Source: an optimization exercise on an open RTL-to-GDS flow (aim: small area and a short achievable clock period). Production flows keep margins and buffers that such runs may drop. At most, simulation tests tie the RTL to the original design; equivalence was not proved. The clock input has no modelled driver; a real chip could not lean on it and would need a root buffer or a full tree. Power and IR drop assume default switching activity.

==> inputs of job 6177 <==
Design uart, start of the top module:
module uart
#(
    parameter   COUNTER_WIDTH   = 15,
    parameter   DATA_WIDTH      = 16,
    parameter   RX_BUF_SIZE     = 64,
    parameter   TX_BUF_SIZE     = 64,
    parameter   RX_CONFIG_INIT  = {   1'b0, 
                                            2'b00,    
                                            4'd8,
                                            2'b00,      
                                            1'b0,       
                                            15'd2604 },
    parameter   TX_CONFIG_INIT  = {   1'b0, 
                                            2'b00,    
                                            4'd8,
                                            2'b00,      
                                            1'b0,       
                                            15'd2604 },
    parameter   LATENCY         = 0
)
(
    input   wire                        clk,
    input   wire                        ce,
    input   wire                        rst,
    input   wire                        rx_pin,
    output  wire                        tx_pin,
    output  wire    [DATA_WIDTH - 1:0]  rx_data,
    input   wire                        rx_read,
    output  wire                        rx_empty,
    output  wire                        rx_almost_empty,
    output  wire                        rx_full,
    output  wire                        rx_almost_full,
    input   wire    [DATA_WIDTH - 1:0]  tx_data,
    input   wire                        tx_write,
    output  wire                        tx_empty,
    output  wire                        tx_almost_empty,
    output  wire                        tx_full,
    output  wire                        tx_almost_full,
    input   wire [25-1:0] config_value,
    input   wire                        tx_config_valid,
    input   wire                        rx_config_valid
);
==> module fifo, before the edit <==
module fifo #(
    parameter WIDTH    = 16,
    parameter HEAD_REG = 1
)
(
    input   wire                clk,
    input   wire                rst,
    input   wire                re,
    input   wire                we,
    input   wire [WIDTH-1:0]    dataIn,
    output  wire [WIDTH-1:0]    dataOut,
    output  reg                 full_flag,
    output  reg                 almost_full,
    output  reg                 empty_flag,
    output  reg                 almost_empty
);
    reg [6:0] front;
    reg [6:0] back;
    reg [6:0] fill;         
    reg [6:0] front_p2;     
    reg [WIDTH-1:0] buffer [63:0];
    always @(posedge clk)
        if (we)
            buffer[back[5:0]] <= dataIn;
    always @(posedge clk) begin
        if (rst) begin
            front    <= 7'd0;
            back     <= 7'd0;
            fill     <= 7'd0;
            front_p2 <= 7'd2;
        end else begin
            if (re) begin
                front    <= front + 7'd1;
                front_p2 <= front_p2 + 7'd1;
            end
            if (we)
                back <= back + 7'd1;
            if (we && !re)
                fill <= fill + 7'd1;
            else if (re && !we)
                fill <= fill - 7'd1;
        end
    end
    wire fill_0   = fill == 7'd0;
    wire fill_1   = fill == 7'd1;
    wire fill_127 = fill == 7'd127;
    wire fill_63  = fill == 7'd63;
    wire fill_64  = fill == 7'd64;
    wire fill_65  = fill == 7'd65;
    wire ae_0     = front_p2 >= back;                       
    wire ae_1     = back == 7'd127 || front_p2 > back;      
    always @(posedge clk) begin
        empty_flag   <= rst || (re ? (we ? fill_0  : fill_1)  : (we ? fill_127 : fill_0));
        full_flag    <= !rst && (re ? (we ? fill_64 : fill_65) : (we ? fill_63  : fill_64));
        almost_full  <= fill == 7'd62 || fill_63 || fill_64;
        almost_empty <= rst || (we ? ae_1 : ae_0);
    end
    localparam [5:0] RA0 = HEAD_REG ? 6'd1 : 6'd0;
    reg [7:0] r_ra_lo;
    reg [7:0] r_ra_hi;
    always @(posedge clk) begin
        if (rst) begin
            r_ra_lo <= 8'd1 << RA0[2:0];
            r_ra_hi <= 8'd1 << RA0[5:3];
        end else if (re) begin
            r_ra_lo <= {r_ra_lo[6:0], r_ra_lo[7]};
            if (r_ra_lo[7])
                r_ra_hi <= {r_ra_hi[6:0], r_ra_hi[7]};
        end
    end
    reg [WIDTH-1:0] w_read;
    integer i;
    always @(*) begin
        w_read = {WIDTH{1'b0}};
        for (i = 0; i < 64; i = i + 1)
            w_read = w_read | (buffer[i] & {WIDTH{r_ra_lo[i % 8] & r_ra_hi[i / 8]}});
    end
    generate
        if (HEAD_REG) begin : g_head
            reg  [WIDTH-1:0] r_head;
            reg  [WIDTH-1:0] r_head_out;
            wire bypass0 = we && fill[5:0] == 6'd0;    
            wire bypass1 = we && fill[5:0] == 6'd1;    
            wire [WIDTH-1:0] w_head_re = bypass1 ? dataIn : w_read;
            always @(posedge clk) begin
                r_head     <= re ? w_head_re : (bypass0 ? dataIn : r_head_out);
                r_head_out <= re ? w_head_re : (bypass0 ? dataIn : r_head);
            end
            assign dataOut = r_head_out;
        end else begin : g_comb
            assign dataOut = w_read;
        end
    endgenerate
endmodule
==> flow/config.mk <==
export PLATFORM = sky130hd
export DESIGN_NAME = uart
export DESIGN_NICKNAME = uart
export VERILOG_FILES = /design/flow/design.v
export SDC_FILE = /design/flow/constraint.sdc
export NUM_CORES = 4
export LEC_CHECK = 0
export CAP_MARGIN = 20
export CORE_MARGIN = 2
export CORE_UTILIZATION = 45
export SLEW_MARGIN = 20
==> flow/constraint.sdc <==
create_clock -name core_clock -period 8.0 [get_ports {clk}]
set_input_delay 1.6000 -clock core_clock [delete_from_list [all_inputs] [get_ports {clk}]]
set_output_delay 1.6000 -clock core_clock [all_outputs]
set_load 0.01 [all_outputs]
standard.sh (not shown) runs the stock make flow with config.mk's settings and CLKGATE_MAP_FILE= SYNTH_SCRIPT=/design/flow/synth_recipe.tcl, a recipe that flattens the netlist after the stock synthesis.
==> flow/flow/run.sh <==
#!/bin/bash
# Layout flow: the standard flow (standard.sh), with the clock tree built
# by flow/mycts.tcl in place of TritonCTS. mycts.tcl is sourced by ORFS's
# cts.tcl through the PRE_CTS_TCL hook; it replaces only the clock tree
# construction (clock port -> 4 region roots -> leaf buffers -> registers),
# and cts.tcl then legalises and repairs timing as usual.
# Timing repair aims for 5.3 ns of setup slack at the 8 ns clock.
set -e
here=$(pwd)
export SETUP_SLACK_MARGIN=5.3
export PRE_CTS_TCL=$here/flow/mycts.tcl
export MYCTS_CLOCK_PORT=clk
export MYCTS_NROOT=4
export MYCTS_LEAF_MAX=${MYCTS_LEAF_MAX:-24}
export MYCTS_LEAF_CELL=${MYCTS_LEAF_CELL:-sky130_fd_sc_hd__clkbuf_16}
export MYCTS_NMID=${MYCTS_NMID:-4}
bash standard.sh finish > $here/standard_flow.log 2>&1
Other scripts of this flow, unchanged in this note and not shown: flow/flow/mycts.tcl
==> inputs of job 2044, as changes to job 6177 <==
--- a/flow/design.v
+++ b/flow/design.v
@@ -82,11 +82,9 @@
             reg  [WIDTH-1:0] r_head;
-            reg  [WIDTH-1:0] r_head_out;
             wire bypass0 = we && fill[5:0] == 6'd0;    
             wire bypass1 = we && fill[5:0] == 6'd1;    
-            wire [WIDTH-1:0] w_head_re = bypass1 ? dataIn : w_read;
-            always @(posedge clk) begin
-                r_head     <= re ? w_head_re : (bypass0 ? dataIn : r_head_out);
-                r_head_out <= re ? w_head_re : (bypass0 ? dataIn : r_head);
-            end
-            assign dataOut = r_head_out;
+            wire [WIDTH-1:0] w_head_re  = bypass1 ? dataIn : w_read;
+            wire [WIDTH-1:0] w_head_nre = bypass0 ? dataIn : r_head;
+            always @(posedge clk)
+                r_head <= re ? w_head_re : w_head_nre;
+            assign dataOut = r_head;
         end else begin : g_comb
--- a/flow/flow/run.sh
+++ b/flow/flow/run.sh
@@ -6,6 +6,4 @@
 # and cts.tcl then legalises and repairs timing as usual.
-# Timing repair aims for 5.3 ns of setup slack at the 8 ns clock.
 set -e
 here=$(pwd)
-export SETUP_SLACK_MARGIN=5.3
 export PRE_CTS_TCL=$here/flow/mycts.tcl
SETUP_SLACK_MARGIN = 5   (was unset)
==> inputs of job 6092, as changes to job 6177 <==
--- a/flow/flow/run.sh
+++ b/flow/flow/run.sh
@@ -6,6 +6,6 @@
 # and cts.tcl then legalises and repairs timing as usual.
-# Timing repair aims for 5.3 ns of setup slack at the 8 ns clock.
+# Timing repair aims for 5.4 ns of setup slack at the 8 ns clock.
 set -e
 here=$(pwd)
-export SETUP_SLACK_MARGIN=5.3
+export SETUP_SLACK_MARGIN=5.4
 export PRE_CTS_TCL=$here/flow/mycts.tcl
==> summary.txt <==
- Against job 6177, the first-iteration DRC count of job 2044 is larger by about 0.8%.
- Against job 6177, the synthesized cell count of job 2044 is smaller by about 1.7%.
- Final cell count, highest first: job 6092, job 6177, job 2044.
- The highest register-to-register slack belongs to job 6092, the lowest to job 2044.
No run of this note takes its clock network from TritonCTS; it comes from the design's own scripts or RTL.

* * *

==> run B: inputs <==
Another version of the RTL of uart (not shown whole).
==> module fifo, before the edit <==
module fifo #(
    parameter WIDTH    = 16,
    parameter HEAD_REG = 1
)
(
    input   wire                clk,
    input   wire                rst,
    input   wire                re,
    input   wire                we,
    input   wire [WIDTH-1:0]    dataIn,
    output  wire [WIDTH-1:0]    dataOut,
    output  reg                 full_flag,
    output  reg                 almost_full,
    output  reg                 empty_flag,
    output  reg                 almost_empty
);
    reg [6:0] front;
    reg [6:0] back;
    reg [6:0] fill;         
    reg [6:0] front_p2;     
    reg [WIDTH-1:0] buffer [63:0];
    always @(posedge clk)
        if (we)
            buffer[back[5:0]] <= dataIn;
    always @(posedge clk) begin
        if (rst) begin
            front    <= 7'd0;
            back     <= 7'd0;
            fill     <= 7'd0;
            front_p2 <= 7'd2;
        end else begin
            if (re) begin
                front    <= front + 7'd1;
                front_p2 <= front_p2 + 7'd1;
            end
            if (we)
                back <= back + 7'd1;
            if (we && !re)
                fill <= fill + 7'd1;
            else if (re && !we)
                fill <= fill - 7'd1;
        end
    end
    wire fill_0   = fill == 7'd0;
    wire fill_1   = fill == 7'd1;
    wire fill_127 = fill == 7'd127;
    wire fill_63  = fill == 7'd63;
    wire fill_64  = fill == 7'd64;
    wire fill_65  = fill == 7'd65;
    wire ae_0     = front_p2 >= back;                       
    wire ae_1     = back == 7'd127 || front_p2 > back;      
    always @(posedge clk) begin
        empty_flag   <= rst || (we == re ? fill_0  : we ? fill_127 : fill_1);
        full_flag    <= !rst && (we == re ? fill_64 : we ? fill_63  : fill_65);
        almost_full  <= fill == 7'd62 || fill_63 || fill_64;
        almost_empty <= rst || (we ? ae_1 : ae_0);
    end
    generate
        if (HEAD_REG) begin : g_head
            reg  [WIDTH-1:0] r_head;
            reg  [5:0]       r_front_p1;    
            wire [WIDTH-1:0] w_next = buffer[r_front_p1];
            wire bypass = we && (re ? back[5:0] == r_front_p1 : back[5:0] == front[5:0]);
            always @(posedge clk) begin
                if (bypass)
                    r_head <= dataIn;
                else if (re)
                    r_head <= w_next;
                if (rst)
                    r_front_p1 <= 6'd1;
                else if (re)
                    r_front_p1 <= r_front_p1 + 6'd1;
            end
            assign dataOut = r_head;
        end else begin : g_comb
            assign dataOut = buffer[front[5:0]];
        end
    endgenerate
endmodule
clock: 8.0 ns
lec_check: 0
cap_margin: 20
core_margin: 2
core_utilization: 40
setup_slack_margin: 5
slew_margin: 20
run.sh (not shown) runs the stock make flow with config.mk's settings and CLKGATE_MAP_FILE= SYNTH_SCRIPT=/design/flow/synth_recipe.tcl, a recipe that flattens the netlist after the stock synthesis.
Stock flow here: none of the scripts above is used.
==> run D: changes against run B <==
--- a/flow/design.v
+++ b/flow/design.v
@@ -57,25 +57,39 @@
         almost_full  <= fill == 7'd62 || fill_63 || fill_64;
         almost_empty <= rst || (we ? ae_1 : ae_0);
     end
+    localparam [5:0] RA0 = HEAD_REG ? 6'd1 : 6'd0;
+    reg [7:0] r_ra_lo;
+    reg [7:0] r_ra_hi;
+    always @(posedge clk) begin
+        if (rst) begin
+            r_ra_lo <= 8'd1 << RA0[2:0];
+            r_ra_hi <= 8'd1 << RA0[5:3];
+        end else if (re) begin
+            r_ra_lo <= {r_ra_lo[6:0], r_ra_lo[7]};
+            if (r_ra_lo[7])
+                r_ra_hi <= {r_ra_hi[6:0], r_ra_hi[7]};
+        end
+    end
+    reg [WIDTH-1:0] w_read;
+    integer i;
+    always @(*) begin
+        w_read = {WIDTH{1'b0}};
+        for (i = 0; i < 64; i = i + 1)
+            w_read = w_read | (buffer[i] & {WIDTH{r_ra_lo[i % 8] & r_ra_hi[i / 8]}});
+    end
     generate
         if (HEAD_REG) begin : g_head
             reg  [WIDTH-1:0] r_head;
-            reg  [5:0]       r_front_p1;    
-            wire [WIDTH-1:0] w_next = buffer[r_front_p1];
-            wire bypass = we && (re ? back[5:0] == r_front_p1 : back[5:0] == front[5:0]);
+            wire bypass = we && (re ? fill[5:0] == 6'd1 : fill[5:0] == 6'd0);
             always @(posedge clk) begin
                 if (bypass)
                     r_head <= dataIn;
                 else if (re)
-                    r_head <= w_next;
-                if (rst)
-                    r_front_p1 <= 6'd1;
-                else if (re)
-                    r_front_p1 <= r_front_p1 + 6'd1;
+                    r_head <= w_read;
             end
             assign dataOut = r_head;
         end else begin : g_comb
-            assign dataOut = buffer[front[5:0]];
+            assign dataOut = w_read;
         end
     endgenerate
 endmodule
CORE_UTILIZATION = 45   (was 40)
CTS_CLUSTER_DIAMETER = 60   (was unset)
CTS_CLUSTER_SIZE = 25   (was unset)
==> comparison table <==
quantity	run D	run B
Number of clock sinks	2,392	2,384
Clock group power	8.93 mW	10.7 mW
Status	complete, no violations	complete, no violations
Well tap count	2,640	3,026
Switching share of power	23.8%	21.9%
Num CTS Buffers	154	231
Fraction of the yosys area taken by sequential cells	77.6%	74.7%
Final Util	51.5%	46.5%
Clock tree cell share of total cell area	5.49%	6.98%
Cell Area, Placed	0.0937 sq mm	0.0972 sq mm
Proportion of power drawn by the clock network	37.3%	40.8%
Flops & latches, synth	2,392	2,384
Half-perimeter wire length of the detailed placement result	168 mm	122 mm
Syn_nets	5,745	4,968
Placer's final routability congestion estimate	0.859	0.792
Initial Util	45.2%	40.2%
Crit path largest cell delay	540 ps	460 ps
Vias	57,300	46,000
WL met2	135 mm	109 mm
Cell Count, Final, Fillers Out	8,551	8,376
Worst min-delay path startpoint	r_tx_empty[1]	r_tx_empty[2]
Function not checked in run B: the RTL went through the layout flow alone.

-- what the ideal ports hide --
How much do the figures lean on ideal ports? The routed layouts below were timed once more, with nothing changed but the port constraints. Step 1, drivers: a clkbuf_16 drives clk and a buf_2 each remaining input, both assumed. Step 2 moves the port delays by t, midway between the first and last clock arrival at a register: inputs arrive t later, outputs are due t later. That takes back most of the time a late clock gives input paths. a / b / c = ideal / step 1 / step 2; a / b = the first two.
run	shift t [ns]	setup WS [ns]	hold WS [ns]	cell pins on the clock port's net
job 6177	0.784	5.193 / 5.106 / 4.600	0.337 / 0.337 / 0.337	4
job 2044	0.772	4.953 / 4.856 / 4.422	0.337 / 0.337 / 0.337	4
job 6092	0.782	5.199 / 5.000 / 4.680	0.331 / 0.331 / 0.331	4
run B	0.942	4.886 / 4.790 / 4.112	0.334 / 0.334 / 0.334	1
run D	0.918	4.810 / 4.733 / 4.150	0.327 / 0.327 / 0.327	1
After both steps every run listed still meets setup and hold. For run B, which loses most, drivers alone change the setup slack by -0.096 ns; drivers and shift together by -0.774 ns.
